Source: an optimization exercise on an open RTL-to-GDS flow (aim: small area, a short achievable clock period and few clock cycles per item). Production flows keep margins and buffers that such runs may drop. At most, simulation tests tie the RTL to the original design; equivalence was not proved.

## cedar
==> flow/design.v <==
module cc_block (
	input					i_clk, i_rstn,
	input					i_start,
	input			[255:0]	i_key,
	input			[95:0]	i_non,
	input			[31:0]	i_cnt,
	output	wire	[511:0]	o_stream,
	output	wire			o_done
);
	localparam [127:0] SIGMA = {32'h6b206574, 32'h79622d32, 32'h3320646e, 32'h61707865};
	wire	[511:0]	w_init = {i_non, i_cnt, i_key, SIGMA};
	reg		[511:0]	r_x;		 
	reg				r_busy;
	reg		[5:0]	r_step;
	reg				r_done;
	wire			w_h = r_step[0];	 
	function automatic integer perm;
		input integer r, j;
		case (r)
			0: perm = (4 - j) % 4;
			1: perm = (5 - j) % 4;
			2: perm = (6 - j) % 4;
			default: perm = (7 - j) % 4;
		endcase
	endfunction
	function automatic [31:0] add_ks;
		input [31:0] x, y;
		reg [31:0] p, g, gg, pp, gn, pn;
		integer i, k;
		begin
			p = x ^ y; g = x & y; gg = g; pp = p;
			for (k = 1; k < 32; k = k * 2) begin
				gn = gg; pn = pp;
				for (i = k; i < 32; i = i + 1) begin
					gn[i] = gg[i] | (pp[i] & gg[i-k]);
					pn[i] = pp[i] & pp[i-k];
				end
				gg = gn; pp = pn;
			end
			add_ks = p ^ {gg[30:0], 1'b0};
		end
	endfunction
	wire	[511:0]	w_nx;
	genvar gj, gr;
	generate
		for (gj = 0; gj < 4; gj = gj + 1) begin : g_col
			wire [31:0] a = r_x[32*gj +: 32];
			wire [31:0] b = r_x[32*(4+gj) +: 32];
			wire [31:0] c = r_x[32*(8+gj) +: 32];
			wire [31:0] d = r_x[32*(12+gj) +: 32];
			wire [31:0] a1 = add_ks(a, b);
			wire [31:0] t  = d ^ a1;
			wire [31:0] t16 = {t[15:0], t[31:16]};
			wire [31:0] t8  = {t[23:0], t[31:24]};
			wire [31:0] d1 = w_h ? t8 : t16;
			wire [31:0] c1 = add_ks(c, d1);
			wire [31:0] u  = b ^ c1;
			wire [31:0] u12 = {u[19:0], u[31:20]};
			wire [31:0] u7  = {u[24:0], u[31:25]};
		end
		for (gr = 0; gr < 4; gr = gr + 1) begin : g_row
			for (gj = 0; gj < 4; gj = gj + 1) begin : g_pos
				localparam integer K = (gr == 0) ? (4 - gj) % 4 : (gr == 1) ? (5 - gj) % 4 :
									   (gr == 2) ? (6 - gj) % 4 : (7 - gj) % 4;
				wire [31:0] s0, s1;
				if (gr == 0) begin : g_a
					assign s0 = g_col[gj].a1; assign s1 = g_col[K].a1;
				end else if (gr == 1) begin : g_b
					assign s0 = g_col[gj].u12; assign s1 = g_col[K].u7;
				end else if (gr == 2) begin : g_c
					assign s0 = g_col[gj].c1; assign s1 = g_col[K].c1;
				end else begin : g_d
					assign s0 = g_col[gj].t16; assign s1 = g_col[K].t8;
				end
				assign w_nx[32*(4*gr+gj) +: 32] = w_h ? s1 : s0;
			end
		end
	endgenerate
	always @(posedge i_clk) begin
		if (i_start)
			r_x <= w_init;
		else
			r_x <= w_nx;
	end
	always @(posedge i_clk, negedge i_rstn) begin
		if (!i_rstn) begin
			r_busy	<= 1'b0;
			r_step	<= 6'd0;
			r_done	<= 1'b0;
		end
		else begin
			r_done	<= r_busy && (r_step == 6'd39);
			if (i_start) begin
				r_busy	<= 1'b1;
				r_step	<= 6'd0;
			end
			else if (r_busy) begin
				r_busy	<= (r_step != 6'd39);
				r_step	<= r_step + 6'd1;
			end
		end
	end
	function automatic [31:0] add_bk;
		input [31:0] x, y;
		reg [31:0] p, g, gg, pp;
		integer i, k;
		begin
			p = x ^ y; g = x & y; gg = g; pp = p;
			for (k = 1; k < 32; k = k * 2)
				for (i = 2*k - 1; i < 32; i = i + 2*k) begin
					gg[i] = gg[i] | (pp[i] & gg[i-k]);
					pp[i] = pp[i] & pp[i-k];
				end
			for (k = 8; k >= 1; k = k / 2)
				for (i = 3*k - 1; i < 32; i = i + 2*k) begin
					gg[i] = gg[i] | (pp[i] & gg[i-k]);
					pp[i] = pp[i] & pp[i-k];
				end
			add_bk = p ^ {gg[30:0], 1'b0};
		end
	endfunction
	genvar gw;
	generate
		for (gw = 0; gw < 16; gw = gw + 1) begin : g_out
			assign o_stream[32*gw +: 32] = add_bk(r_x[32*gw +: 32], w_init[32*gw +: 32]);
		end
	endgenerate
	assign o_done = r_done;
endmodule
clock: 5.5 ns
lec_check: 0
abc_area: 1
cap_margin: 20
core_margin: 2
core_utilization: 48
place_density: 0.7
setup_slack_margin: 0.5
slew_margin: 20
standard.sh (not shown) runs the stock make flow with config.mk's settings and CLKGATE_MAP_FILE= SYNTH_SCRIPT=/design/flow/synth_recipe.tcl, a recipe that flattens the netlist after the stock synthesis.
==> flow/flow/run.sh <==
#!/bin/bash
# Layout flow: the standard flow (standard.sh) with the input and output
# port buffers made from the library's smallest buffer instead of the delay
# cell the placer picks by default. Every port still gets its own buffer.
set -uo pipefail
cd "$(dirname "${BASH_SOURCE[0]}")/.."
bash standard.sh 'BUFFER_PORTS_ARGS=-buffer_cell sky130_fd_sc_hd__buf_1' finish > flow_standard.log 2>&1
cedar went all the way through the flow, and no timing, DRC or antenna check failed.
Testbench counts of cedar, summed over its fixed seeds: cycles 7,872, blocks 192.
The inputs of oak differ from those of cedar as listed below.
--- a/flow/design.v
+++ b/flow/design.v
@@ -20,43 +20,26 @@
 			0: perm = (4 - j) % 4;
 			1: perm = (5 - j) % 4;
 			2: perm = (6 - j) % 4;
 			default: perm = (7 - j) % 4;
 		endcase
 	endfunction
-	function automatic [31:0] add_ks;
-		input [31:0] x, y;
-		reg [31:0] p, g, gg, pp, gn, pn;
-		integer i, k;
-		begin
-			p = x ^ y; g = x & y; gg = g; pp = p;
-			for (k = 1; k < 32; k = k * 2) begin
-				gn = gg; pn = pp;
-				for (i = k; i < 32; i = i + 1) begin
-					gn[i] = gg[i] | (pp[i] & gg[i-k]);
-					pn[i] = pp[i] & pp[i-k];
-				end
-				gg = gn; pp = pn;
-			end
-			add_ks = p ^ {gg[30:0], 1'b0};
-		end
-	endfunction
 	wire	[511:0]	w_nx;
 	genvar gj, gr;
 	generate
 		for (gj = 0; gj < 4; gj = gj + 1) begin : g_col
 			wire [31:0] a = r_x[32*gj +: 32];
 			wire [31:0] b = r_x[32*(4+gj) +: 32];
 			wire [31:0] c = r_x[32*(8+gj) +: 32];
 			wire [31:0] d = r_x[32*(12+gj) +: 32];
-			wire [31:0] a1 = add_ks(a, b);
+			wire [31:0] a1 = a + b;
 			wire [31:0] t  = d ^ a1;
 			wire [31:0] t16 = {t[15:0], t[31:16]};
 			wire [31:0] t8  = {t[23:0], t[31:24]};
 			wire [31:0] d1 = w_h ? t8 : t16;
-			wire [31:0] c1 = add_ks(c, d1);
+			wire [31:0] c1 = c + d1;
 			wire [31:0] u  = b ^ c1;
 			wire [31:0] u12 = {u[19:0], u[31:20]};
 			wire [31:0] u7  = {u[24:0], u[31:25]};
 		end
 		for (gr = 0; gr < 4; gr = gr + 1) begin : g_row
 			for (gj = 0; gj < 4; gj = gj + 1) begin : g_pos
==> summary.txt <==
Every run (oak and cedar) finished clean.
in -> out as the critical path class was reported by cedar, and reg -> out by oak.
Delta (oak minus cedar): area fraction in and, or, nand and nor cells after synthesis grew by 0.36 points, synthesized cell count rose by 96, floorplan core area grew by about 0.56%, utilization higher.
Min logic depth of the worst register-to-register path across oak and cedar: cedar
Of oak and cedar, the higher number of gates resized after cts belongs to oak.
The run showing the smaller maximum net fanout on the critical path is cedar.
For oak, only the layout was checked, not whether the RTL still works.

========
Another version of the RTL of cc_block (not shown whole).
For scale: ~520 flip-flops, roughly 900 I/O pins, roughly 0.055 sq mm of cells after synthesis.
==> module cc_block, before the edit <==
module cc_block (
	input					i_clk, i_rstn,
	input					i_start,
	input			[255:0]	i_key,
	input			[95:0]	i_non,
	input			[31:0]	i_cnt,
	output	wire	[511:0]	o_stream,
	output	wire			o_done
);
	localparam [127:0] SIGMA = {32'h6b206574, 32'h79622d32, 32'h3320646e, 32'h61707865};
	wire	[511:0]	w_init = {i_non, i_cnt, i_key, SIGMA};
	reg		[511:0]	r_x;		 
	reg				r_busy;
	reg		[5:0]	r_step;
	reg				r_done;
	wire			w_h = r_step[0];	 
	function automatic integer perm;
		input integer r, j;
		case (r)
			0: perm = (4 - j) % 4;
			1: perm = (5 - j) % 4;
			2: perm = (6 - j) % 4;
			default: perm = (7 - j) % 4;
		endcase
	endfunction
	function automatic [31:0] add_ks;
		input [31:0] x, y;
		reg [31:0] p, g, gg, pp, gn, pn;
		integer i, k;
		begin
			p = x ^ y; g = x & y; gg = g; pp = p;
			for (k = 1; k < 32; k = k * 2) begin
				gn = gg; pn = pp;
				for (i = k; i < 32; i = i + 1) begin
					gn[i] = gg[i] | (pp[i] & gg[i-k]);
					pn[i] = pp[i] & pp[i-k];
				end
				gg = gn; pp = pn;
			end
			add_ks = p ^ {gg[30:0], 1'b0};
		end
	endfunction
	wire	[511:0]	w_nx;
	genvar gj, gr;
	generate
		for (gj = 0; gj < 4; gj = gj + 1) begin : g_col
			wire [31:0] a = r_x[32*gj +: 32];
			wire [31:0] b = r_x[32*(4+gj) +: 32];
			wire [31:0] c = r_x[32*(8+gj) +: 32];
			wire [31:0] d = r_x[32*(12+gj) +: 32];
			wire [31:0] a1 = add_ks(a, b);
			wire [31:0] t  = d ^ a1;
			wire [31:0] t16 = {t[15:0], t[31:16]};
			wire [31:0] t8  = {t[23:0], t[31:24]};
			wire [31:0] d1 = w_h ? t8 : t16;
			wire [31:0] c1 = add_ks(c, d1);
			wire [31:0] u  = b ^ c1;
			wire [31:0] u12 = {u[19:0], u[31:20]};
			wire [31:0] u7  = {u[24:0], u[31:25]};
		end
		for (gr = 0; gr < 4; gr = gr + 1) begin : g_row
			for (gj = 0; gj < 4; gj = gj + 1) begin : g_pos
				localparam integer K = (gr == 0) ? (4 - gj) % 4 : (gr == 1) ? (5 - gj) % 4 :
									   (gr == 2) ? (6 - gj) % 4 : (7 - gj) % 4;
				wire [31:0] s0, s1;
				if (gr == 0) begin : g_a
					assign s0 = g_col[gj].a1; assign s1 = g_col[K].a1;
				end else if (gr == 1) begin : g_b
					assign s0 = g_col[gj].u12; assign s1 = g_col[K].u7;
				end else if (gr == 2) begin : g_c
					assign s0 = g_col[gj].c1; assign s1 = g_col[K].c1;
				end else begin : g_d
					assign s0 = g_col[gj].t16; assign s1 = g_col[K].t8;
				end
				assign w_nx[32*(4*gr+gj) +: 32] = w_h ? s1 : s0;
			end
		end
	endgenerate
	always @(posedge i_clk) begin
		if (i_start)
			r_x <= w_init;
		else
			r_x <= w_nx;
	end
	always @(posedge i_clk, negedge i_rstn) begin
		if (!i_rstn) begin
			r_busy	<= 1'b0;
			r_step	<= 6'd0;
			r_done	<= 1'b0;
		end
		else begin
			r_done	<= r_busy && (r_step == 6'd39);
			if (i_start) begin
				r_busy	<= 1'b1;
				r_step	<= 6'd0;
			end
			else if (r_busy) begin
				r_busy	<= (r_step != 6'd39);
				r_step	<= r_step + 6'd1;
			end
		end
	end
	function automatic [31:0] add_bk;
		input [31:0] x, y;
		reg [31:0] p, g, gg, pp;
		integer i, k;
		begin
			p = x ^ y; g = x & y; gg = g; pp = p;
			for (k = 1; k < 32; k = k * 2)
				for (i = 2*k - 1; i < 32; i = i + 2*k) begin
					gg[i] = gg[i] | (pp[i] & gg[i-k]);
					pp[i] = pp[i] & pp[i-k];
				end
			for (k = 8; k >= 1; k = k / 2)
				for (i = 3*k - 1; i < 32; i = i + 2*k) begin
					gg[i] = gg[i] | (pp[i] & gg[i-k]);
					pp[i] = pp[i] & pp[i-k];
				end
			add_bk = p ^ {gg[30:0], 1'b0};
		end
	endfunction
	function automatic [31:0] add_sk;
		input [31:0] x, y;
		reg [31:0] p, g, gg, pp, gn, pn;
		integer i, k;
		begin
			p = x ^ y; g = x & y; gg = g; pp = p;
			for (k = 1; k < 32; k = k * 2) begin
				gn = gg; pn = pp;
				for (i = 0; i < 32; i = i + 1)
					if ((i / k) % 2 == 1) begin
						gn[i] = gg[i] | (pp[i] & gg[(i/k)*k - 1]);
						pn[i] = pp[i] & pp[(i/k)*k - 1];
					end
				gg = gn; pp = pn;
			end
			add_sk = p ^ {gg[30:0], 1'b0};
		end
	endfunction
	genvar gw;
	generate
		for (gw = 0; gw < 16; gw = gw + 1) begin : g_out
			assign o_stream[32*gw +: 32] = add_sk(r_x[32*gw +: 32], w_init[32*gw +: 32]);
		end
	endgenerate
	assign o_done = r_done;
endmodule
==> flow/config.mk <==
export PLATFORM = sky130hd
export DESIGN_NAME = cc_block
export DESIGN_NICKNAME = cc_block
export VERILOG_FILES = /design/flow/design.v
export SDC_FILE = /design/flow/constraint.sdc
export NUM_CORES = 8
export LEC_CHECK = 0
export ABC_AREA = 1
export CAP_MARGIN = 20
export CORE_MARGIN = 2
export CORE_UTILIZATION = 48
export PLACE_DENSITY = 0.7
export SETUP_SLACK_MARGIN = 0.5
export SLEW_MARGIN = 20
==> flow/constraint.sdc <==
create_clock -name core_clock -period 5.5 [get_ports {i_clk}]
set_input_delay 1.1000 -clock core_clock [delete_from_list [all_inputs] [get_ports {i_clk}]]
set_output_delay 1.1000 -clock core_clock [all_outputs]
set_load 0.01 [all_outputs]
Scripts as last shown in full above: flow/flow/run.sh
Edit:
--- a/flow/design.v
+++ b/flow/design.v
@@ -36,4 +36,5 @@
 					pn[i] = pp[i] & pp[i-k];
 				end
+				if (k == 1) gn[1] = g[1] | (p[1] & x[0] & y[0]);
 				gg = gn; pp = pn;
 			end
@@ -120,26 +121,8 @@
 		end
 	endfunction
-	function automatic [31:0] add_sk;
-		input [31:0] x, y;
-		reg [31:0] p, g, gg, pp, gn, pn;
-		integer i, k;
-		begin
-			p = x ^ y; g = x & y; gg = g; pp = p;
-			for (k = 1; k < 32; k = k * 2) begin
-				gn = gg; pn = pp;
-				for (i = 0; i < 32; i = i + 1)
-					if ((i / k) % 2 == 1) begin
-						gn[i] = gg[i] | (pp[i] & gg[(i/k)*k - 1]);
-						pn[i] = pp[i] & pp[(i/k)*k - 1];
-					end
-				gg = gn; pp = pn;
-			end
-			add_sk = p ^ {gg[30:0], 1'b0};
-		end
-	endfunction
 	genvar gw;
 	generate
 		for (gw = 0; gw < 16; gw = gw + 1) begin : g_out
-			assign o_stream[32*gw +: 32] = add_sk(r_x[32*gw +: 32], w_init[32*gw +: 32]);
+			assign o_stream[32*gw +: 32] = add_bk(r_x[32*gw +: 32], w_init[32*gw +: 32]);
 		end
 	endgenerate
Outcome:
- The changed run finished clean
- flip-flop and latch count does not change
- clock-buffer cell count went up by 9
- die area went down by a few percent
- via count decreases slightly
- routed wire length came out higher by a few percent
- maximum frequency goes down by a few percent
- synthesized cell count came out lower by about a fifth
- core utilization went up by 12 points
Function was not checked in any run of this note: the RTL went through the layout flow alone.

what the ideal ports hide:
The flow's constraints put no driver on any port. The routed layouts listed below were extracted and timed again, unchanged, in two steps. Step 1 sets driving cells, clkbuf_16 on the clock port and buf_2 on the other inputs (assumed; they add their load-dependent delay and slew). Step 2 moves the port delays by t, midway between the first and last clock arrival at a register: inputs arrive t later, outputs are due t later. That takes back most of the time a late clock gives input paths. Slacks: no drivers / after step 1 / after step 2; pairs: no drivers / after step 1.
| run | t, ns | slack for setup (ns) | hold WS [ns] | slew at the worst register clock pin (ns) | cell pins on the clock port's net |
|---|---|---|---|---|---|
| cedar | 0.734 | 0.483 / 0.374 / 0.374 | 0.365 / 0.303 / 0.551 | 0.07 / 0.07 | 1 |
| oak | 0.756 | 0.414 / 0.323 / 0.376 | 0.426 / 0.389 / 0.557 | 0.08 / 0.08 | 1 |
| the first run of note 2 | 0.739 | 0.416 / 0.416 / 0.416 | 0.359 / 0.339 / 0.538 | 0.07 / 0.07 | 1 |
| the second run of note 2 | 0.756 | 0.164 / 0.076 / 0.120 | 0.360 / 0.296 / 0.547 | 0.07 / 0.07 | 1 |
After both steps setup and hold are still met in every run listed. For cedar, which loses most, drivers alone change the setup slack by -0.109 ns; drivers and shift together by -0.109 ns.
